What follows belongs to an exercise in optimizing a design on an open flow for small area; a production flow would make more cautious choices.
The RTL was checked by simulation tests, not by an equivalence proof against the original design.
No activity file was given, so power comes from the tool's default toggle rates.

## flow/design.v (module list and top-level ports; edited modules follow where they fit)
// module cluster_clock_gating: 9 lines
// module mchan_arb_primitive_ipa: 28 lines
// module mchan_arbiter_ipa: 131 lines
// module mchan_fifo_ipa: 66 lines
// module mchan_rr_flag_req_ipa: 20 lines
// module address_decoder_ipa: 305 lines
// module core_if_ipa: 211 lines
// module synch_unit_ipa: 103 lines
// module trans_allocator_ipa: 145 lines
// module trans_queue_ipa: 89 lines
// module trans_arbiter_wrap_ipa: 70 lines
// module trans_unpack_ipa: 115 lines
// module twd_trans_queue_ipa: 109 lines
// module twd_trans_splitter_ipa: 101 lines
// module ctrl_unit_ipa: 573 lines
// module ext_ar_buffer_ipa: 56 lines
// module ext_aw_buffer_ipa: 56 lines
// module ext_b_buffer_ipa: 39 lines
// module ext_buffer_ipa: 34 lines
// module ext_opc_buf_ipa: 65 lines
// module ext_r_buffer_ipa: 45 lines
// module ext_rx_if_ipa: 176 lines
// module ext_tid_gen_ipa: 35 lines
// module ext_tx_if_ipa: 238 lines
// module ext_w_buffer_ipa: 42 lines
// module ext_unit_ipa: 530 lines
// module tcdm_cmd_unpack_ipa: 195 lines
// module tcdm_rx_if_ipa: 55 lines
// module tcdm_synch_ipa: 42 lines
// module tcdm_tx_if_ipa: 158 lines
// module tcdm_unit_ipa: 270 lines
// module tcdm_beat_queue_pair_ipa: 54 lines
// module trans_aligner_ipa: 518 lines
// module trans_buffers_ipa: 87 lines
// module trans_unit_ipa: 175 lines
// module mchanipa: 356 lines
module mchanipa
  #(
    parameter NB_CORES                 = 4,   
    parameter NB_TRANSFERS             = 8,   
    parameter CORE_TRANS_QUEUE_DEPTH   = 2,   
    parameter GLOBAL_TRANS_QUEUE_DEPTH = 2,   
    parameter TCDM_ADD_WIDTH           = 16,  
    parameter EXT_ADD_WIDTH            = 32,  
    parameter NB_OUTSND_TRANS          = 8,   
    parameter MCHAN_BURST_LENGTH       = 64,  
    parameter AXI_ADDR_WIDTH           = 32,
    parameter AXI_DATA_WIDTH           = 64,
    parameter AXI_USER_WIDTH           = 6,
    parameter AXI_ID_WIDTH             = 4,
    parameter AXI_STRB_WIDTH           = AXI_DATA_WIDTH/8
    )
   (
    input  logic                      clk_i,
    input  logic                      rst_ni,
    input logic                       test_mode_i,
    input  logic [NB_CORES-1:0]       ctrl_targ_req_i,
    input  logic [NB_CORES-1:0]       ctrl_targ_type_i,
    input  logic [NB_CORES-1:0][3:0]  ctrl_targ_be_i,
    input  logic [NB_CORES-1:0][31:0] ctrl_targ_add_i,
    input  logic [NB_CORES-1:0][31:0] ctrl_targ_data_i,
    input  logic [NB_CORES-1:0][4:0]  ctrl_targ_id_i,
    output logic [NB_CORES-1:0]       ctrl_targ_gnt_o,    
    output logic [NB_CORES-1:0]       ctrl_targ_r_valid_o,
    output logic [NB_CORES-1:0][31:0] ctrl_targ_r_data_o,
    output logic [NB_CORES-1:0][4:0]  ctrl_targ_r_id_o,
    output logic [3:0]                tcdm_init_req_o,
    output logic [3:0][31:0]          tcdm_init_add_o,
  // ...
==> flow/run.sh <==
#!/bin/bash
# synth_recipe.tcl (not shown) runs the flow's synth.tcl, then flattens the netlist and writes it again
# the make line also repeats each setting of config.mk as NAME=value (left out here)
make -C /OpenROAD-flow-scripts/flow DESIGN_CONFIG=/design/flow/config.mk WORK_HOME=/design/flow/orfs CLKGATE_MAP_FILE= SYNTH_SCRIPT=/design/flow/synth_recipe.tcl finish
==> flow/config.mk <==
export PLATFORM = sky130hd
export DESIGN_NAME = mchanipa
export DESIGN_NICKNAME = mchanipa
export VERILOG_FILES = /design/flow/design.v
export SDC_FILE = /design/flow/constraint.sdc
export NUM_CORES = 8
export LEC_CHECK = 0
export CAP_MARGIN = 20
export CORE_MARGIN = 2
export CORE_UTILIZATION = 65
export CTS_CLUSTER_DIAMETER = 80
export CTS_CLUSTER_SIZE = 25
export SLEW_MARGIN = 20
==> flow/constraint.sdc <==
create_clock -name core_clock -period 16.0 [get_ports {clk_i}]
set_input_delay 3.2000 -clock core_clock [delete_from_list [all_inputs] [get_ports {clk_i}]]
set_output_delay 3.2000 -clock core_clock [all_outputs]
set_load 0.01 [all_outputs]
==> results.toml, run 1 <==
[critical_path]
worst_ep_arrival_time_ns = 12.40
crit_path_max_incr_delay_ns = 0.82
cp_slowest_cell = "a311o_2"
crit_fanout = 147

[finish]
nNetsFinal = 22200
nFillCells = 26100
seq_cell_count = 4604
seq_share_pct = 51.4
multiInputGateArea_um2 = 94900

[drt]
dr_wl_met2_mm = 288

[timing]
worst_pin_slew_ns = 1.26
setup_viol = 0
fin_worst_skew_ns = 0.0735
layout_setup_ws_ns = 4.26
finalSetupTns_ns = 0

[status]
run_status = "finished clean"

[power]
power_leakage_nw = 101
seq_cell_power_mw = 21.6
ir_drop_mv = 0.294

[global_route]
grt-busiest-layer = "met2"
gr-total-overflow = 0
grt_pass1_vias = 152000

[die]
start_util_pct = 65.2
io-pin-count = 1204
die_area_um2 = 365000

[clocking]
cts_setup_buffers = 0
cts.sinks = 4604
==> run 2: changes to the inputs <==
--- a/flow/config.mk
+++ b/flow/config.mk
@@ -9,5 +9,3 @@
 export CORE_MARGIN = 2
-export CORE_UTILIZATION = 65
-export CTS_CLUSTER_DIAMETER = 80
-export CTS_CLUSTER_SIZE = 25
+export CORE_UTILIZATION = 60
 export SLEW_MARGIN = 20
==> results.toml, run 2 <==
[global_route]
gr-total-overflow = 0
grt_pass1_vias = 153000
grt_pass1_wl_mm = 949
grt_max_degree = 157
antenna_found_initial = 43
grt_usage_pct = 31.5

[clocking]
cts-resized-gates = 0
cts.sinks = 4604
root_buffer = "clkbuf_16"
cts_buffers = 479
clkLatencyLatePin_ns = 1.04
cts_buffer_depth = 4
tritoncts = "yes"
cts_setup_buffers = 0
clk_pin_slew_ns = 0.06
htreeDepth = 5
ctsHoldBuffers = 0

[placed_design]
preCtsSetupSlack_ns = 3.46
dp_hpwl_mm = 441
io_buffer_count = 709
gp_routability_congestion = 0.936

[drt]
dr.pass1.iters = 9
vias = 158000
viasPerCell = 5.98
initialDrtViolationCount = 14700
wl_per_cell_um = 24.0
ant_nets = 0
drcViolationCount = 0
routed_wl_mm = 633

[synth]
syn-mean-instance-area_um2 = 11.6
ys_warn_count = 58
synth_area_um2 = 234000
synth-edff-count = 2988
syn_inst = 20100
yosys.cell_count.top_type = "edfxtp_1"
yosys_register_bits = 4604
ys_seq_area_share_pct = 55.5
synth_commonest_cells = "2988 x edfxtp_1, 1596 x dfrtp_1, 1547 x nand2_1"
synthFlopType = "edfxtp_1"
synth_area_leader_cell = "edfxtp_1"
synth_area_leaders = "edfxtp_1 38%, dfrtp_1 17%, ha_1 5.9%"
netlist.area_leader.share_pct = 38.3
async_flop_share_pct = 34.7
synth_cell_types = 97

[critical_path]
path_class = "in -> reg"
endpoint_kind = "flip-flop"
crit_fanout = 148
rrSetupSlack_ns = 6.23
required_ns = 16.68
crit_path_max_incr_delay_ns = 0.85
cpLargestDelayFamily = "compound AO/OA/AOI/OAI gates"
cp_slowest_cell = "mux2i_1"
critPathBufInv = 5
crit_top_cell = "o21a_1"
r2r_cells = 26
crit_path_start_kind = "input pin"
cp.depth = 27
crit_start = "ctrl_targ_req_i[0]"
worst_ep_arrival_time_ns = 12.39

[timing]
rsz0062_at_grt = "false"
fin_crit_ns = 11.71
min_period_over_period_pct = 73.2
hold_violations = 0
relSlewSlack_pct = 9.90
layout_setup_ws_ns = 4.29
finalSetupTns_ns = 0
fin_worst_skew_ns = 0.0646
setup_viol = 0
max_freq_mhz = 85.4
worst_pin_slew_ns = 1.35
maxSlewViolCount = 0

[power]
power_leakage_nw = 105
ir_drop_mv = 0.313
pwr_density_cell_nw_per_um2 = 249

[finish]
nNetsFinal = 22400
drive_gt1_share_pct = 10.2
layout_common_cells = "2988 x edfxtp_1, 1574 x dfrtp_1, 1530 x nand2_1, 1494 x nor2_1, 1444 x a21oi_1"
layout_commonest_cell = "edfxtp_1"
postLayoutCoreUtil_pct = 67.5
area_growth_syn_to_layout_pct = 12.0

[die]
io-pin-count = 1204
core_um2 = 389000
die_h_um = 629
start_util_pct = 60.2
placementRows = 229
die_area_um2 = 395000
die_w_um = 629

[status]
run_status = "finished clean"

[hold_path]
holdCritPathClass = "reg -> reg"

[run]
max_cap_viol_count = 0
==> run 2: worst min path at each step <==
stage / start / endpoint / slack, ns / cells after the start
2_1_floorplan: flip-flop / ctrl_unit_ipa_i.rx_trans_queue_ipa_i.s_reg0[63] / 0.42 / 0
3_3_place_gp: flip-flop / ctrl_unit_ipa_i.rx_trans_queue_ipa_i.s_reg0[67] / 0.42 / 0
3_5_place_dp: flip-flop / ctrl_unit_ipa_i.rx_trans_queue_ipa_i.s_reg1[67] / 0.43 / 0
4_1_cts: flip-flop / ctrl_unit_ipa_i.rx_trans_queue_ipa_i.s_reg1[65] / 0.45 / 0
5_1_grt: flip-flop / ctrl_unit_ipa_i.rx_trans_queue_ipa_i.s_reg0[67] / 0.46 / 0
6_report: flip-flop / ctrl_unit_ipa_i.rx_trans_queue_ipa_i.s_reg1[65] / 0.45 / 0
==> run 2: kinds of logic (layout without fill, tap and decap cells) <==
logic type / after synthesis / after routing / share of synthesized area (%)
XOR/XNOR: 923 / 923 / 3.45
multiplexers: 2143 / 2143 / 10.3
AO/OA/AOI/OAI: 4097 / 4097 / 10.6
adder cells (fa/ha/maj): 1184 / 1184 / 6.57
flip-flops: 4604 / 4604 / 55.5
buffers and inverters: 2654 / 3356 / 4.79
AND/OR/NAND/NOR: 4531 / 4531 / 8.70
other: 2 / 337 / 0.00321
==> run 2: final cells by class <==
type / instances / area, um2
Antenna cell: 32 / 80.1
Timing Repair Buffer: 1021 / 9620
Sequential cell: 4604 / 130000
Clock buffer: 648 / 13000
Fill cell: 29400 / 126000
Clock inverter: 250 / 2790
Tap cell: 5197 / 6500
Multi-Input combinational cell: 13200 / 94900
Inverter: 1437 / 5400
==> run 2: per-layer routing <==
layer  global-route usage [%]  part of all wire, %  vias to the layer above
met4                     11.6                  4.2                       30
met2                     51.0                   47                     5678
met5                    0.242                0.075                        -
li1                         -                    -                    73300
met1                     42.1                   41                    77400
met3                     6.49                  7.8                     1330
==> run 2: worst reg2reg max path, cell delays in order, from the launching register on <==
cell and delay, ns:
dfrtp_1 0.95, xnor2_1 0.21, a222oi_1 0.83, a32oi_1 0.31, a21oi_4 0.22, buf_12 0.50
nand3_1 0.32, nand2_2 0.34, inv_2 0.22, xnor2_1 0.22, or4_2 0.66, buf_4 0.32
mux2_2 0.38, a21oi_1 0.18, ha_1 0.27, nor2b_1 0.13, o21a_1 0.16, o21a_1 0.17
o21a_1 0.16, o21a_1 0.16, o21a_1 0.16, o21a_1 0.17, o21ai_0 0.31, a31o_2 0.22
a311o_2 0.29, buf_4 0.70, mux2i_1 0.89
==> run 2: where the power goes <==
part           internal [mW]  total [mW]  switching [mW]
Combinational           12.5        32.5            19.9
Sequential              19.1        21.6            2.54
Clock                   6.49        11.3            4.76
==> run 2: through the flow <==
| stage | instances | power, mW | hold WS (ns) | cell area, um2 |
|---|---|---|---|---|
| finish | 26400 | 65.3 | 0.446 | 262000 |
| global route | 26300 | 69.5 | 0.462 | 262000 |
| CTS | 26300 | 65.5 | 0.450 | 262000 |
| detailed placement | 25400 | 54.1 | 0.432 | 246000 |
| global placement | 25400 | 53.3 | 0.423 | 246000 |
| floorplan | 20400 | 43.1 | 0.421 | 235000 |
==> module synch_unit_ipa, before the edit <==
module synch_unit_ipa
  #(
    parameter TRANS_SID          = 1,
    parameter TRANS_SID_WIDTH    = 1,
    parameter TWD_COUNT_WIDTH    = 16,
    parameter MCHAN_BURST_LENGTH = 64,
    parameter MCHAN_LEN_WIDTH    = 15,
    parameter BW                 = $clog2(MCHAN_BURST_LENGTH)
    )
   (
    input  logic                        clk_i,
    input  logic                        rst_ni,
    input  logic                        cmd_req_i,   
    input  logic [TWD_COUNT_WIDTH-1:0]  cmd_count_i,     
    input  logic [BW-1:0]               cmd_stride_i,
    input  logic [BW-1:0]               cmd_ext_add_i,
    input  logic [MCHAN_LEN_WIDTH-1:0]  cmd_rem_len_i,
    input  logic                        ext_tx_synch_req_i,
    input  logic [TRANS_SID_WIDTH-1:0]  ext_tx_synch_sid_i,
    input  logic                        ext_rx_synch_req_i,
    input  logic [TRANS_SID_WIDTH-1:0]  ext_rx_synch_sid_i,
    input  logic                        tcdm_tx_synch_req_i,
    input  logic [TRANS_SID_WIDTH-1:0]  tcdm_tx_synch_sid_i,
    input  logic                        tcdm_rx_synch_req_i,
    input  logic [TRANS_SID_WIDTH-1:0]  tcdm_rx_synch_sid_i,
    output logic                        trans_status_o,
    output logic                        term_sig_o
    );
   logic [TWD_COUNT_WIDTH-1:0] s_cmd_count;
   logic [BW-1:0]              s_cmd_stride;
   logic [MCHAN_LEN_WIDTH-1:0] s_rem_len;
   logic [BW-1:0]              s_ext_add;
   logic                       s_run;
   logic                       s_complete;
   logic [MCHAN_LEN_WIDTH:0]   s_end;
   logic [MCHAN_LEN_WIDTH-1:0] s_cmd_nb, s_tcdm_cmd_nb, s_ext_cmd_nb, s_inc;
   logic                       s_pending_transfer, s_pending_transfer_reg;
   logic                       s_trans_status, s_trans_status_reg;
   logic [BW:0]                s_ext_add_next;
   assign s_ext_add_next = {s_ext_add,1'b1} + {s_cmd_stride,1'b1};
   logic [MCHAN_LEN_WIDTH+1:0] s_rem_next;
   assign s_rem_next = {2'b00,s_rem_len} + {1'b1,~s_cmd_count};
   assign s_complete = s_rem_next[MCHAN_LEN_WIDTH+1];
   always_ff @ (posedge clk_i)
     begin
        if (cmd_req_i)
          begin
             s_cmd_count  <= cmd_count_i;
             s_cmd_stride <= cmd_stride_i;
             s_rem_len    <= cmd_rem_len_i;
             s_ext_add    <= cmd_ext_add_i;
          end
        else if (s_run)
          begin
             s_rem_len <= s_rem_next[MCHAN_LEN_WIDTH-1:0];
             s_ext_add <= s_ext_add_next[BW:1];
          end
     end
   always_ff @ (posedge clk_i, negedge rst_ni)
     begin
        if (rst_ni == 1'b0)
          s_run <= 1'b0;
        else if (s_run)
          s_run <= ~s_complete;
        else
          s_run <= cmd_req_i;
     end
   assign s_end    = s_cmd_count[MCHAN_LEN_WIDTH-1:0] + s_ext_add;
   assign s_cmd_nb = s_end[MCHAN_LEN_WIDTH:BW] + 1'b1;
   assign s_inc    = s_run ? s_cmd_nb : '0;
   always_ff @ (posedge clk_i, negedge rst_ni)
     begin
        if (rst_ni == 1'b0)
          begin
             s_tcdm_cmd_nb <= '0;
             s_ext_cmd_nb  <= '0;
          end
        else
          begin
             s_tcdm_cmd_nb <= s_tcdm_cmd_nb + s_inc - ( tcdm_tx_synch_req_i && ( tcdm_tx_synch_sid_i == TRANS_SID ) )
                                                    - ( tcdm_rx_synch_req_i && ( tcdm_rx_synch_sid_i == TRANS_SID ) );
             s_ext_cmd_nb  <= s_ext_cmd_nb  + s_inc - ( ext_tx_synch_req_i  && ( ext_tx_synch_sid_i  == TRANS_SID ) )
                                                    - ( ext_rx_synch_req_i  && ( ext_rx_synch_sid_i  == TRANS_SID ) );
          end
     end
   assign s_pending_transfer = ( s_ext_cmd_nb > s_tcdm_cmd_nb ) ? ( | s_ext_cmd_nb[9:0] ) : ( | s_tcdm_cmd_nb[9:0] );
   assign s_trans_status     = ( | s_ext_cmd_nb ) | ( | s_tcdm_cmd_nb );
   always_ff @ (posedge clk_i, negedge rst_ni)
     begin
        if (rst_ni == 1'b0)
          begin
             s_pending_transfer_reg <= 1'b0;
             s_trans_status_reg     <= 1'b0;
          end
        else
          begin
             s_pending_transfer_reg <= s_pending_transfer;
             s_trans_status_reg     <= s_trans_status;
          end
     end
   assign term_sig_o     = ~s_pending_transfer & s_pending_transfer_reg;
   assign trans_status_o = s_trans_status | s_trans_status_reg;
endmodule
==> module trans_queue_ipa, before the edit <==
module trans_queue_ipa
  #(
    parameter TRANS_QUEUE_WIDTH     = 10,
    parameter TRANS_QUEUE_DEPTH     = 2,
    parameter TCDM_ADD_WIDTH        = 16,
    parameter EXT_ADD_WIDTH         = 16,
    parameter MCHAN_LEN_WIDTH       = 16,
    parameter LOG_TRANS_QUEUE_DEPTH = $clog2(TRANS_QUEUE_DEPTH)
    )
   (
    input  logic                         clk_i,
    input  logic                         rst_ni,
    input  logic                         req_i,
    output logic                         gnt_o,
    input  logic [TRANS_QUEUE_WIDTH-1:0] dat_i,
    output logic                         tx_req_o,
    input  logic                         tx_gnt_i,
    output logic [TRANS_QUEUE_WIDTH-1:0] tx_dat_o,
    output logic                         rx_req_o,
    input  logic                         rx_gnt_i,
    output logic [TRANS_QUEUE_WIDTH-1:0] rx_dat_o
    );
   localparam OPC_BIT = MCHAN_LEN_WIDTH + TCDM_ADD_WIDTH + EXT_ADD_WIDTH;
   logic                          s_pointer_in;      
   logic                          s_pointer_in_tx, s_pointer_in_rx;
   logic                          s_pointer_out_tx, s_pointer_out_rx;
   logic [1:0]                    s_table_tx, s_table_rx;
   logic [1:0]                    s_busy;
   logic [1:0]                    s_tx_elements, s_rx_elements;
   logic [1:0][TRANS_QUEUE_WIDTH-1:0] s_buffer;
   logic                          s_full, s_push, s_push_tx, s_push_rx, s_pop_tx, s_pop_rx;
   assign s_full    = ( s_tx_elements + s_rx_elements == 2'd2 );
   assign s_push    = req_i & ~s_full;
   assign s_push_tx = s_push & ~dat_i[OPC_BIT];
   assign s_push_rx = s_push &  dat_i[OPC_BIT];
   assign s_pop_tx  = tx_gnt_i & tx_req_o;
   assign s_pop_rx  = rx_gnt_i & rx_req_o;
   assign s_pointer_in = s_busy[0];
   always @(posedge clk_i or negedge rst_ni)
     begin
        if (rst_ni == 1'b0)
          begin
             s_tx_elements    <= '0;
             s_rx_elements    <= '0;
             s_pointer_in_rx  <= 1'b0;
             s_pointer_in_tx  <= 1'b0;
             s_pointer_out_rx <= 1'b0;
             s_pointer_out_tx <= 1'b0;
             s_busy           <= '0;
             s_table_tx       <= '0;
             s_table_rx       <= '0;
          end
        else
          begin
             s_tx_elements <= s_tx_elements + s_push_tx - s_pop_tx;
             s_rx_elements <= s_rx_elements + s_push_rx - s_pop_rx;
             if (s_push_tx)
               begin
                  s_table_tx[s_pointer_in_tx] <= s_pointer_in;
                  s_pointer_in_tx             <= ~s_pointer_in_tx;
               end
             if (s_push_rx)
               begin
                  s_table_rx[s_pointer_in_rx] <= s_pointer_in;
                  s_pointer_in_rx             <= ~s_pointer_in_rx;
               end
             if (s_push)
               s_busy[s_pointer_in] <= 1'b1;
             if (s_pop_tx)
               begin
                  s_busy[s_table_tx[s_pointer_out_tx]] <= 1'b0;
                  s_pointer_out_tx                     <= ~s_pointer_out_tx;
               end
             if (s_pop_rx)
               begin
                  s_busy[s_table_rx[s_pointer_out_rx]] <= 1'b0;
                  s_pointer_out_rx                     <= ~s_pointer_out_rx;
               end
          end
     end
   always @(posedge clk_i)
     if (s_push)
       s_buffer[s_pointer_in] <= dat_i;
   assign tx_dat_o = s_buffer[s_table_tx[s_pointer_out_tx]];
   assign rx_dat_o = s_buffer[s_table_rx[s_pointer_out_rx]];
   assign tx_req_o = ( s_tx_elements != 0 );
   assign rx_req_o = ( s_rx_elements != 0 );
   assign gnt_o = ~s_full;
endmodule
==> module trans_buffers_ipa, before the edit <==
module trans_buffers_ipa
#(
    parameter TX_BUFFER_DEPTH = 2,
    parameter RX_BUFFER_DEPTH = 2
)
(
    input  logic             clk_i,
    input  logic             rst_ni,
    input  logic [1:0][31:0] tx_data_push_dat_i,
    input  logic [1:0]       tx_data_push_req_i,
    output logic [1:0]       tx_data_push_gnt_o,
    output logic [1:0][31:0] rx_data_pop_dat_o,
    output logic [1:0][3:0]  rx_data_pop_strb_o,
    input  logic [1:0]       rx_data_pop_req_i,
    output logic [1:0]       rx_data_pop_gnt_o,
    output logic [63:0]      tx_data_pop_dat_o,
    input  logic             tx_data_pop_req_i,
    output logic             tx_data_pop_gnt_o,
    input  logic [63:0]      rx_data_push_dat_i,
    input  logic [7:0]       rx_data_push_strb_i,
    input  logic             rx_data_push_req_i,
    output logic             rx_data_push_gnt_o
);
   logic [1:0][31:0]       s_tx_data_pop_dat;
   logic [1:0]             s_tx_data_pop_req;
   logic [1:0]             s_tx_data_pop_gnt;
   logic [1:0][31:0]       s_rx_data_push_dat;
   logic [1:0][3:0]        s_rx_data_push_strb;
   logic [1:0]             s_rx_data_push_req;
   logic [1:0]             s_rx_data_push_gnt;
   genvar          i;
   generate
      for (i=0; i<2; i++)
	begin : tx_buffer
           mchan_fifo_ipa
             #(
               .DATA_WIDTH(32),
               .DATA_DEPTH(TX_BUFFER_DEPTH)
               )
           tx_buffer_ipa_i
             (
              .clk_i(clk_i),
              .rst_ni(rst_ni),
              .push_dat_i(tx_data_push_dat_i[i]),
              .push_req_i(tx_data_push_req_i[i]),
              .push_gnt_o(tx_data_push_gnt_o[i]),
              .pop_dat_o(s_tx_data_pop_dat[i]),
              .pop_req_i(s_tx_data_pop_req[i]),
              .pop_gnt_o(s_tx_data_pop_gnt[i])
              );
	end
   endgenerate
   generate
      for (i=0; i<2; i++)
	begin : rx_buffer
           mchan_fifo_ipa
             #(
       .RESET_DATA(0),  
               .DATA_WIDTH(36),
               .DATA_DEPTH(RX_BUFFER_DEPTH)
               )
           rx_buffer_ipa_i
             (
              .clk_i(clk_i),
              .rst_ni(rst_ni),
              .push_dat_i({s_rx_data_push_strb[i],s_rx_data_push_dat[i]}),
              .push_req_i(s_rx_data_push_req[i]),
              .push_gnt_o(s_rx_data_push_gnt[i]),
              .pop_dat_o({rx_data_pop_strb_o[i],rx_data_pop_dat_o[i]}),
              .pop_req_i(rx_data_pop_req_i[i]),
              .pop_gnt_o(rx_data_pop_gnt_o[i])
              );
	end
   endgenerate
   assign tx_data_pop_gnt_o        = s_tx_data_pop_gnt[0] & s_tx_data_pop_gnt[1];
   assign rx_data_push_gnt_o       = s_rx_data_push_gnt[0] & s_rx_data_push_gnt[1];
   assign s_tx_data_pop_req[0]     = tx_data_pop_req_i & s_tx_data_pop_gnt[0] & s_tx_data_pop_gnt[1];
   assign s_tx_data_pop_req[1]     = tx_data_pop_req_i & s_tx_data_pop_gnt[0] & s_tx_data_pop_gnt[1];
   assign s_rx_data_push_req[0]    = rx_data_push_req_i & s_rx_data_push_gnt[0] & s_rx_data_push_gnt[1];
   assign s_rx_data_push_req[1]    = rx_data_push_req_i & s_rx_data_push_gnt[0] & s_rx_data_push_gnt[1];
   assign tx_data_pop_dat_o[31:0]  = s_tx_data_pop_dat[0];
   assign tx_data_pop_dat_o[63:32] = s_tx_data_pop_dat[1];
   assign s_rx_data_push_dat[0]    = rx_data_push_dat_i[31:0];
   assign s_rx_data_push_dat[1]    = rx_data_push_dat_i[63:32];
   assign s_rx_data_push_strb[0]   = rx_data_push_strb_i[3:0];
   assign s_rx_data_push_strb[1]   = rx_data_push_strb_i[7:4];
endmodule
==> module trans_unit_ipa, before the edit <==
module trans_unit_ipa
  #(
    parameter MCHAN_LEN_WIDTH = 15
    )
   (
    input  logic                       clk_i,
    input  logic                       rst_ni,
    input  logic                       tx_trans_req_i,
    output logic                       tx_trans_gnt_o,
    input  logic [2:0]                 tx_trans_ext_addr_i,
    input  logic [2:0]                 tx_trans_tcdm_addr_i,
    input  logic [MCHAN_LEN_WIDTH-1:0] tx_trans_len_i,
    input  logic                       rx_trans_req_i,
    output logic                       rx_trans_gnt_o,
    input  logic [2:0]                 rx_trans_tcdm_addr_i,
    input  logic [2:0]                 rx_trans_ext_addr_i,
    input  logic [MCHAN_LEN_WIDTH-1:0] rx_trans_len_i,
    input  logic [1:0][31:0]           tx_data_push_dat_i,
    input  logic [1:0]                 tx_data_push_req_i,
    output logic [1:0]                 tx_data_push_gnt_o,
    output logic [1:0][31:0]           rx_data_pop_dat_o,
    output logic [1:0][3:0]            rx_data_pop_strb_o,
    input  logic [1:0]                 rx_data_pop_req_i,
    output logic [1:0]                 rx_data_pop_gnt_o,
    output logic [63:0]                tx_data_pop_dat_o,
    output logic [7:0]                 tx_data_pop_strb_o,
    input  logic                       tx_data_pop_req_i,
    output logic                       tx_data_pop_gnt_o,
    input  logic [63:0]                rx_data_push_dat_i,
    input  logic                       rx_data_push_req_i,
    output logic                       rx_data_push_gnt_o
    );
   logic [63:0] 		       s_rx_data_ext_dat,s_rx_data_tcdm_dat,s_tx_data_ext_dat,s_tx_data_tcdm_dat;
   logic [7:0] 			       s_rx_data_tcdm_strb,s_tx_data_ext_strb;
   logic  			       s_rx_data_ext_req,s_rx_data_tcdm_req,s_tx_data_ext_req,s_tx_data_tcdm_req;
   logic  			       s_rx_data_ext_gnt,s_rx_data_tcdm_gnt,s_tx_data_ext_gnt,s_tx_data_tcdm_gnt;
   logic [MCHAN_LEN_WIDTH-1:0] 	       s_tx_trans_len,s_rx_trans_len;
   logic [2:0] 			       s_tx_trans_tcdm_addr,s_rx_trans_tcdm_addr;
   logic [2:0] 			       s_tx_trans_ext_addr,s_rx_trans_ext_addr;
   logic 			       s_tx_trans_req,s_rx_trans_req;
   logic 			       s_tx_trans_gnt,s_rx_trans_gnt;
   trans_buffers_ipa
     #(
       .RX_BUFFER_DEPTH(2),
       .TX_BUFFER_DEPTH(2)
       )
   trans_buffers_tcdm_ipa_i
     (
      .clk_i(clk_i),
      .rst_ni(rst_ni),
      .tx_data_push_dat_i(tx_data_push_dat_i),
      .tx_data_push_req_i(tx_data_push_req_i),
      .tx_data_push_gnt_o(tx_data_push_gnt_o),
      .rx_data_pop_dat_o(rx_data_pop_dat_o),
      .rx_data_pop_strb_o(rx_data_pop_strb_o),
      .rx_data_pop_req_i(rx_data_pop_req_i),
      .rx_data_pop_gnt_o(rx_data_pop_gnt_o),
      .tx_data_pop_dat_o(s_tx_data_tcdm_dat),
      .tx_data_pop_req_i(s_tx_data_tcdm_gnt),
      .tx_data_pop_gnt_o(s_tx_data_tcdm_req),
      .rx_data_push_dat_i(s_rx_data_tcdm_dat),
      .rx_data_push_strb_i(s_rx_data_tcdm_strb),
      .rx_data_push_req_i(s_rx_data_tcdm_gnt),
      .rx_data_push_gnt_o(s_rx_data_tcdm_req)
      );
   mchan_fifo_ipa
     #(
       .RESET_DATA(0),  
       .DATA_WIDTH(72),
       .DATA_DEPTH(2)
       )
   trans_buffer_ext_tx_ipa_i
     (
      .clk_i(clk_i),
      .rst_ni(rst_ni),
      .push_dat_i({s_tx_data_ext_strb,s_tx_data_ext_dat}),
      .push_req_i(s_tx_data_ext_gnt),
      .push_gnt_o(s_tx_data_ext_req),
      .pop_dat_o({tx_data_pop_strb_o,tx_data_pop_dat_o}),
      .pop_req_i(tx_data_pop_req_i),
      .pop_gnt_o(tx_data_pop_gnt_o)
      );
   mchan_fifo_ipa
     #(
       .DATA_WIDTH(64),
       .DATA_DEPTH(2)
       )
   trans_buffer_ext_rx_ipa_i
     (
      .clk_i(clk_i),
      .rst_ni(rst_ni),
      .push_dat_i(rx_data_push_dat_i),
      .push_req_i(rx_data_push_req_i),
      .push_gnt_o(rx_data_push_gnt_o),
      .pop_dat_o(s_rx_data_ext_dat),
      .pop_req_i(s_rx_data_ext_gnt),
      .pop_gnt_o(s_rx_data_ext_req)
      );
   mchan_fifo_ipa
     #(
       .RESET_DATA(0),  
       .DATA_WIDTH(MCHAN_LEN_WIDTH+6),
       .DATA_DEPTH(2)
       )
   trans_queue_tx_ipa_i
     (
      .clk_i(clk_i),
      .rst_ni(rst_ni),
      .push_dat_i({tx_trans_len_i,tx_trans_tcdm_addr_i,tx_trans_ext_addr_i}),
      .push_req_i(tx_trans_req_i),
      .push_gnt_o(tx_trans_gnt_o),
      .pop_dat_o({s_tx_trans_len,s_tx_trans_tcdm_addr,s_tx_trans_ext_addr}),
      .pop_req_i(s_tx_trans_gnt),
      .pop_gnt_o(s_tx_trans_req)
      );
   mchan_fifo_ipa
     #(
       .RESET_DATA(0),  
       .DATA_WIDTH(MCHAN_LEN_WIDTH+6),
       .DATA_DEPTH(2)
       )
   trans_queue_rx_ipa_i
     (
      .clk_i(clk_i),
      .rst_ni(rst_ni),
      .push_dat_i({rx_trans_len_i,rx_trans_tcdm_addr_i,rx_trans_ext_addr_i}),
      .push_req_i(rx_trans_req_i),
      .push_gnt_o(rx_trans_gnt_o),
      .pop_dat_o({s_rx_trans_len,s_rx_trans_tcdm_addr,s_rx_trans_ext_addr}),
      .pop_req_i(s_rx_trans_gnt),
      .pop_gnt_o(s_rx_trans_req)
      );
   trans_aligner_ipa
     #(
       .MCHAN_LEN_WIDTH(MCHAN_LEN_WIDTH)
       )
   trans_aligner_tx_ipa_i
     (
      .clk_i(clk_i),
      .rst_ni(rst_ni),
      .trans_req_i(s_tx_trans_req),
      .trans_gnt_o(s_tx_trans_gnt),
      .trans_pop_addr_i(s_tx_trans_ext_addr),
      .trans_push_addr_i(s_tx_trans_tcdm_addr),
      .trans_len_i(s_tx_trans_len),
      .data_pop_dat_o(s_tx_data_ext_dat),
      .data_pop_strb_o(s_tx_data_ext_strb),
      .data_pop_req_i(s_tx_data_ext_req),
      .data_pop_gnt_o(s_tx_data_ext_gnt),
      .data_push_dat_i(s_tx_data_tcdm_dat),
      .data_push_req_i(s_tx_data_tcdm_req),
      .data_push_gnt_o(s_tx_data_tcdm_gnt)
      );
   trans_aligner_ipa
     #(
       .MCHAN_LEN_WIDTH(MCHAN_LEN_WIDTH)
       )
   trans_aligner_rx_ipa_i
     (
      .clk_i(clk_i),
      .rst_ni(rst_ni),
      .trans_req_i(s_rx_trans_req),
      .trans_gnt_o(s_rx_trans_gnt),
      .trans_pop_addr_i(s_rx_trans_tcdm_addr),
      .trans_push_addr_i(s_rx_trans_ext_addr),
      .trans_len_i(s_rx_trans_len),
      .data_pop_dat_o(s_rx_data_tcdm_dat),
      .data_pop_strb_o(s_rx_data_tcdm_strb),
      .data_pop_req_i(s_rx_data_tcdm_req),
      .data_pop_gnt_o(s_rx_data_tcdm_gnt),
      .data_push_dat_i(s_rx_data_ext_dat),
      .data_push_req_i(s_rx_data_ext_req),
      .data_push_gnt_o(s_rx_data_ext_gnt)
      );
endmodule
==> run 3: changes to the inputs <==
--- a/flow/design.v
+++ b/flow/design.v
@@ -840,2 +840,7 @@
    assign s_inc    = s_run ? s_cmd_nb : '0;
+   logic [1:0] s_tcdm_dec, s_ext_dec;
+   assign s_tcdm_dec = ( tcdm_tx_synch_req_i && ( tcdm_tx_synch_sid_i == TRANS_SID ) )
+                     + ( tcdm_rx_synch_req_i && ( tcdm_rx_synch_sid_i == TRANS_SID ) );
+   assign s_ext_dec  = ( ext_tx_synch_req_i  && ( ext_tx_synch_sid_i  == TRANS_SID ) )
+                     + ( ext_rx_synch_req_i  && ( ext_rx_synch_sid_i  == TRANS_SID ) );
    always_ff @ (posedge clk_i, negedge rst_ni)
@@ -849,6 +854,4 @@
           begin
-             s_tcdm_cmd_nb <= s_tcdm_cmd_nb + s_inc - ( tcdm_tx_synch_req_i && ( tcdm_tx_synch_sid_i == TRANS_SID ) )
-                                                    - ( tcdm_rx_synch_req_i && ( tcdm_rx_synch_sid_i == TRANS_SID ) );
-             s_ext_cmd_nb  <= s_ext_cmd_nb  + s_inc - ( ext_tx_synch_req_i  && ( ext_tx_synch_sid_i  == TRANS_SID ) )
-                                                    - ( ext_rx_synch_req_i  && ( ext_rx_synch_sid_i  == TRANS_SID ) );
+             s_tcdm_cmd_nb <= s_tcdm_cmd_nb + ( s_inc - s_tcdm_dec );
+             s_ext_cmd_nb  <= s_ext_cmd_nb  + ( s_inc - s_ext_dec );
           end
@@ -1099,4 +1102,6 @@
    always @(posedge clk_i)
-     if (s_push)
-       s_buffer[s_pointer_in] <= dat_i;
+     begin
+        if (s_push & ~s_pointer_in) s_buffer[0] <= dat_i;
+        if (s_push &  s_pointer_in) s_buffer[1] <= dat_i;
+     end
    assign tx_dat_o = s_buffer[s_table_tx[s_pointer_out_tx]];
@@ -4719,2 +4724,3 @@
              #(
+       .RESET_DATA(0),  
                .DATA_WIDTH(32),
@@ -4854,2 +4860,3 @@
      #(
+       .RESET_DATA(0),  
        .DATA_WIDTH(64),
--- a/flow/config.mk
+++ b/flow/config.mk
@@ -9,3 +9,5 @@
 export CORE_MARGIN = 2
-export CORE_UTILIZATION = 60
+export CORE_UTILIZATION = 65
+export CTS_CLUSTER_DIAMETER = 80
+export CTS_CLUSTER_SIZE = 25
 export SLEW_MARGIN = 20
==> results.toml, run 3 <==
[status]
run_status = "failed layout checks"
so_faults = "antenna violations"

[timing]
layout_setup_ws_ns = 4.28
fin_worst_skew_ns = 0.0526
max_freq_mhz = 85.3
maxSlewViolCount = 0
setup_viol = 0
rsz0062_at_grt = "false"
worst_pin_slew_ns = 1.26
relSlewSlack_pct = 15.8
fin_crit_ns = 11.72
hold_violations = 0
finalSetupTns_ns = 0
min_period_over_period_pct = 73.3

[critical_path]
endpoint_kind = "flip-flop"
required_ns = 16.66
path_class = "in -> reg"
r2r_cells = 24
worst_ep_arrival_time_ns = 12.39
rrSetupSlack_ns = 6.34
crit_fanout = 84
crit_path_start_kind = "input pin"

[global_route]
grt_max_degree = 168
grt_pass1_wl_mm = 952
gr-total-overflow = 0
grt_usage_pct = 35.2
grt_pass1_vias = 147000
antenna_found_initial = 47

[hold_path]
min_path_cells = 0
hold_path_end = "ctrl_unit_ipa_i.rx_trans_queue_ipa_i.s_reg1[65]"
holdCritPathClass = "reg -> reg"

[drt]
wl_per_cell_um = 26.3
dr.pass1.iters = 6
ant_nets = 1
viasPerCell = 6.29
drcViolationCount = 0
initialDrtViolationCount = 17000
vias = 155000
routed_wl_mm = 648

[synth]
ys_seq_area_share_pct = 56.7
synth_area_um2 = 232000
syn_inst = 19200
synthFlopType = "edfxtp_1"
synth-edff-count = 3244
netlist.area_leader.share_pct = 42.1
ys_warn_count = 57
async_flop_share_pct = 29.1
syn-mean-instance-area_um2 = 12.0
yosys.cell_count.top_type = "edfxtp_1"
yosys_register_bits = 4604
synth_commonest_cells = "3244 x edfxtp_1, 1454 x nand2_1, 1340 x dfrtp_1"
synth_area_leaders = "edfxtp_1 42%, dfrtp_1 14%, ha_1 5.0%"
synth_cell_types = 99
synth_area_leader_cell = "edfxtp_1"

[power]
ir_drop_mv = 0.277
pwr_density_cell_nw_per_um2 = 243
total_power_mw = 61.0
power_leakage_nw = 97.6

[die]
die_h_um = 601
placementRows = 219
start_util_pct = 65.2
io-pin-count = 1204
die_area_um2 = 361000
die_w_um = 601
core_um2 = 355000

[clocking]
htreeDepth = 4
ctsHoldBuffers = 0
tritoncts = "yes"
cts.sinks = 4604
cts_setup_buffers = 0
root_buffer = "clkbuf_16"
clkLatencyLatePin_ns = 0.99
cts_buffer_depth = 4
clk_pin_slew_ns = 0.10
cts-resized-gates = 0
cts_buffers = 223

[finish]
layout_common_cells = "3244 x edfxtp_1, 1437 x nand2_1, 1321 x dfrtp_1, 1320 x a21oi_1, 1289 x nor2_1"
area_growth_syn_to_layout_pct = 8.26
layout_commonest_cell = "edfxtp_1"
nNetsFinal = 21200
postLayoutCoreUtil_pct = 70.6
instances_no_fill = 24600
drive_gt1_share_pct = 9.64

[placed_design]
dp_hpwl_mm = 463
io_buffer_count = 709
preCtsSetupSlack_ns = 3.44
placed_cells = 24100
gp_routability_congestion = 0.964

[run]
max_cap_viol_count = 0
[run 3: changes by cell type in the layout (fill, tap and decap cells not counted), sizes merged, moves of 133 or more]
| cell | previous run | this run |
|---|---|---|
| clkbuf | 648 | 351 |
| clkinv | 164 | 29 |
| dfrtp | 1596 | 1340 |
| edfxtp | 2988 | 3244 |
| ha | 1095 | 933 |
| inv | 1449 | 986 |
| mux2i | 1255 | 1122 |
| nor2 | 1503 | 1299 |
| o21ai | 931 | 784 |
[run 3: power by group]
part           total, mW  internal, mW  switching [mW]
clock network       6.76          2.86            3.90
logic               32.4          12.2            20.1
registers           21.9          19.3            2.58
[run 3: area by class of cell]
cell class / instances / area [um2]
clock buffers: 351 / 6330
inverters: 965 / 3630
flip-flops and latches: 4604 / 131000
well taps: 4751 / 5940
repair buffers: 1031 / 9640
diodes: 48 / 120
clock inverters: 58 / 667
fillers: 25500 / 104000
multi-input cells: 12800 / 93000
[run 3: metal layers]
layer	vias to the layer above	global-route usage, %	wire (um)
li1	70600	-	-
met1	76100	47.4	257000
met2	6609	55.4	298000
met3	1436	6.20	53700
met4	10	18.1	39700
met5	-	0	67
[run 3: how the worst max path moves through the flow]
stage	to	cells past startpoint	from
global placement	flip-flop	25	ctrl_targ_req_i[2]
detailed placement	flip-flop	25	ctrl_targ_req_i[2]
finish	flip-flop	25	ctrl_targ_req_i[2]
floorplan	ctrl_unit_ipa_i.trans_queue_ipa_i.s_buffer[0]	8	ctrl_targ_req_i[2]
global route	flip-flop	25	ctrl_targ_req_i[2]
CTS	flip-flop	25	ctrl_targ_req_i[2]
[run 3: kinds of logic (layout without fill, tap and decap cells)]
family,after synthesis,in the layout,share of synthesized area (%)
DFF,4604,4604,56.7
and+or+nand+nor,4409,4409,8.75
AOI/OAI and AO/OA,3947,3947,10.6
muxes,2123,2123,10.4
buffers and inverters,2122,2405,3.99
xor gates and xnor gates,1035,1035,3.94
adders and majority gates,998,998,5.60
other,2,337,0.00324
[run 3: per-stage QoR]
stage	cell area, um2	hold slack [ns]
final	251000	0.442
after global routing	251000	0.466
after CTS	250000	0.453
after detailed placement	243000	0.437
after global placement	243000	0.425
after floorplan	233000	0.421
[run 3: worst max-delay path, stage by stage]
cell	delay, ns
clkdlybuf4s50_1	0.78
or4b_1	0.57
o41ai_2	0.51
a22oi_1	0.34
o21bai_4	0.73
nand3_1	0.31
nand2_1	0.64
xnor2_1	0.22
a311o_1	0.21
buf_4	0.36
o221ai_1	0.19
a31oi_1	0.47
ha_1	0.33
nor2b_1	0.13
o21a_1	0.16
o21a_1	0.16
o21a_1	0.16
o21a_1	0.16
o21a_1	0.16
o21ai_0	0.17
a211oi_1	0.11
o221ai_1	0.23
a31o_4	0.71
buf_4	0.95
o22ai_1	0.20
==> run 4: changes to the inputs <==
==> flow/flow/run.sh (new file) <==
#!/bin/bash
# Layout flow: the standard ORFS flow (standard.sh, unchanged synthesis and
# steps) with two settings that ORFS reads from the environment:
#  - clock tree: larger sink clusters and no dummy loads (the clock slew limit
#    is still met);
#  - port buffers: the smallest buffer cell.
# Each tool's full output stays in orfs/logs; the make output goes to flow.log.
set -euo pipefail
export CTS_ARGS="-sink_clustering_enable -repair_clock_nets -sink_clustering_size 25 -sink_clustering_max_diameter 80 -dont_use_dummy_load"
export BUFFER_PORTS_ARGS="-buffer_cell sky130_fd_sc_hd__buf_1"
bash standard.sh > flow.log 2>&1
==> flow/standard.sh (new file) <==
#!/bin/bash
# synth_recipe.tcl (not shown) runs the flow's synth.tcl, then flattens the netlist and writes it again
# the make line also repeats each setting of config.mk as NAME=value (left out here)
make -C /OpenROAD-flow-scripts/flow DESIGN_CONFIG=/design/flow/config.mk WORK_HOME=/design/flow/orfs CLKGATE_MAP_FILE= SYNTH_SCRIPT=/design/flow/synth_recipe.tcl "${@:-finish}"
--- a/flow/config.mk
+++ b/flow/config.mk
@@ -10,4 +10,2 @@
 export CORE_UTILIZATION = 65
-export CTS_CLUSTER_DIAMETER = 80
-export CTS_CLUSTER_SIZE = 25
 export SLEW_MARGIN = 20
removed: flow/run.sh
==> results.toml, run 4 <==
[finish]
instances_no_fill = 24400
design_area_um2 = 245000
drive_gt1_share_pct = 9.40
area_growth_syn_to_layout_pct = 5.76
layout_commonest_cell = "edfxtp_1"
nNetsFinal = 21200
layout_common_cells = "3244 x edfxtp_1, 1438 x nand2_1, 1320 x dfrtp_1, 1318 x a21oi_1, 1292 x nor2_1"

[clocking]
root_buffer = "clkbuf_16"
ctsHoldBuffers = 0
clk_pin_slew_ns = 0.10
htreeDepth = 4
cts_buffers = 225
cts_buffer_depth = 4
tritoncts = "yes"
clkLatencyLatePin_ns = 1.00
cts.sinks = 4604
cts_setup_buffers = 0
cts-resized-gates = 0

[drt]
vias = 154000
dr.pass1.iters = 9
drcViolationCount = 0
routed_wl_mm = 641
initialDrtViolationCount = 16700
ant_nets = 0
viasPerCell = 6.31
wl_per_cell_um = 26.3

[synth]
async_flop_share_pct = 29.1
synth_area_um2 = 232000
synth_area_leaders = "edfxtp_1 42%, dfrtp_1 14%, ha_1 5.0%"
synth_commonest_cells = "3244 x edfxtp_1, 1454 x nand2_1, 1340 x dfrtp_1"
synth_area_leader_cell = "edfxtp_1"
ys_warn_count = 57
synth_cell_types = 99
yosys_register_bits = 4604
syn-mean-instance-area_um2 = 12.0
ys_seq_area_share_pct = 56.7
synth-edff-count = 3244
yosys.cell_count.top_type = "edfxtp_1"
netlist.area_leader.share_pct = 42.1
synthFlopType = "edfxtp_1"
syn_inst = 19200

[hold_path]
holdCritPathClass = "reg -> reg"

[die]
placementRows = 219
die_h_um = 601
core_um2 = 355000
die_w_um = 601
start_util_pct = 65.2
die_area_um2 = 361000
io-pin-count = 1204

[critical_path]
path_class = "in -> reg"
worst_ep_arrival_time_ns = 12.82
endpoint_kind = "flip-flop"
crit_path_start_kind = "input pin"
required_ns = 16.76
crit_fanout = 118

[global_route]
use_met2_pct = 54.9
grt_pass1_wl_mm = 943
grt_max_degree = 187
grt_usage_pct = 34.9
grt_pass1_vias = 146000
use_met3_pct = 5.62
grt-busiest-layer = "met2"
antenna_found_initial = 66
gr-total-overflow = 0
use_met1_pct = 47.1

[power]
pwr_density_cell_nw_per_um2 = 243
clkPwrFrac_pct = 10.3
combPwrFrac_pct = 52.8
power_switching_mw = 26.3
p_int_mw = 33.3
ir_drop_mv = 0.256
power_leakage_nw = 95.2
netSwitchingFraction_pct = 44.2
power_frac_seq_pct = 36.8

[placed_design]
dp_hpwl_mm = 461
placed_cells = 24200
io_buffer_count = 709
place_area_um2 = 239000
gp_routability_congestion = 0.955

[timing]
holdWs_ns = 0.440
relSlewSlack_pct = 14.9
rsz0062_at_grt = "false"
maxSlewViolCount = 0
fin_worst_skew_ns = 0.0963
min_period_over_period_pct = 75.4
finalSetupTns_ns = 0
fin_crit_ns = 12.06
setup_viol = 0
max_freq_mhz = 82.9
worst_pin_slew_ns = 1.27
hold_violations = 0

[run]
max_cap_viol_count = 0

[status]
run_status = "finished clean"
-- run 4: per-layer routing --
| layer | up-vias | wire length, um |
|---|---|---|
| met5 | - | 179 |
| met4 | 26 | 40400 |
| met3 | 1355 | 52100 |
| met2 | 6361 | 295000 |
| met1 | 75900 | 254000 |
| li1 | 70500 | - |
-- run 4: through the flow --
step | power (mW) | util, % | worst slack, ns
floorplan | 42.7 | - | 7.04
global placement | 52.5 | 67.3 | 3.36
detailed placement | 53.3 | 67.3 | 3.32
CTS | 59.5 | 68.9 | 4.28
global route | 63.1 | 69.0 | 3.58
finish | 59.6 | 69.0 | 3.94
-- run 4: cell families after synthesis --
family / count (synthesis) / synth area share (%)
simple gates: 4409 / 8.75
other cells: 2 / 0.00324
mux: 2123 / 10.4
buf+inv: 2122 / 3.99
xor+xnor: 1035 / 3.94
flops: 4604 / 56.7
fa+ha+maj: 998 / 5.60
compound gates: 3947 / 10.6
-- run 4: final cells by class --
type	instances	area, um2
flip-flops and latches	4604	131000
fillers	26200	110000
multi-input cells	12800	92900
well taps	4751	5940
clock buffers	225	5630
repair buffers	1041	5280
inverters	965	3630
diodes	40	100
-- run 4: final timing paths --
kind / startpoint / slack (ns) / depth (start not counted) / end
min in group asynchronous: rst_ni / 2.24 / 1 / asynchronous set/reset pin
hold reg to reg: flip-flop / 0.44 / 0 / ctrl_unit_ipa_i.rx_trans_queue_ipa_i.s_reg1[67]
hold / removal: flip-flop / 0.44 / 0 / ctrl_unit_ipa_i.rx_trans_queue_ipa_i.s_reg1[67]
max in group asynchronous: rst_ni / 10.67 / 4 / asynchronous set/reset pin
setup / recovery: ctrl_targ_req_i[2] / 3.94 / 26 / flip-flop
setup reg to reg: flip-flop / 5.67 / 25 / flip-flop
-- run 4: critical path, stage by stage --
cell and delay (ns):
buf_1 0.44, or4b_1 0.58, o41ai_2 0.50, a22oi_1 0.34, o21bai_4 0.26, buf_12 0.42
nand3_1 0.29, nand2_1 0.64, xnor2_1 0.24, a311o_1 0.88, o221ai_1 0.26, a31oi_1 0.49
ha_1 0.32, nor2b_1 0.13, o21a_1 0.16, o21a_1 0.16, o21a_1 0.16, o21a_1 0.17
o21a_1 0.16, o21ai_0 0.18, a211oi_1 0.12, o221ai_1 0.24, a31o_4 0.48, buf_4 0.72
mux2i_2 0.91, buf_4 0.32
-- run 4: power by group through the flow --
stage               registers [mW]  logic [mW]  clock network, mW
floorplan                     21.0        21.7                  0
global placement              22.0        30.5                  0
detailed placement            22.2        31.1                  0
CTS                           21.9        31.3               6.24
global route                  22.4        34.1               6.60
finish                        22.0        31.5               6.17

port drivers added, routing unchanged:
Ports are ideal in the flow. The routed layouts listed here were re-timed in OpenROAD. Step 1 (the two cells are an assumption about what drives the block):
set clk [get_ports {clk_i}]
set_driving_cell -lib_cell sky130_fd_sc_hd__clkbuf_16 $clk
set_driving_cell -lib_cell sky130_fd_sc_hd__buf_2 [delete_from_list [all_inputs] $clk]
Step 2, shift: input delay + t, output delay - t, t = (earliest + latest rising clock arrival at the registers) / 2. This alone moves slack from input paths to output paths. Slacks: ideal / step 1 / step 2; pairs: ideal / step 1.
| run | t (ns) | setup WS [ns] | latest minus earliest clock arrival (ns) | slew at the worst register clock pin (ns) | cell pins on the clock port's net |
|---|---|---|---|---|---|
| run 1 | 1.115 | 4.260 / 4.363 / 3.248 | 0.077 / 0.077 | 0.11 / 0.11 | 1 |
| run 2 | 1.131 | 4.286 / 4.381 / 3.249 | 0.071 / 0.071 | 0.07 / 0.07 | 1 |
| run 3 | 1.083 | 4.275 / 4.370 / 3.287 | 0.055 / 0.055 | 0.11 / 0.11 | 1 |
| run 4 | 1.082 | 3.936 / 4.034 / 2.952 | 0.110 / 0.111 | 0.11 / 0.11 | 1 |
The setup slack of run 2, which loses most, moves by +0.095 ns with the drivers and by -1.037 ns with both steps.
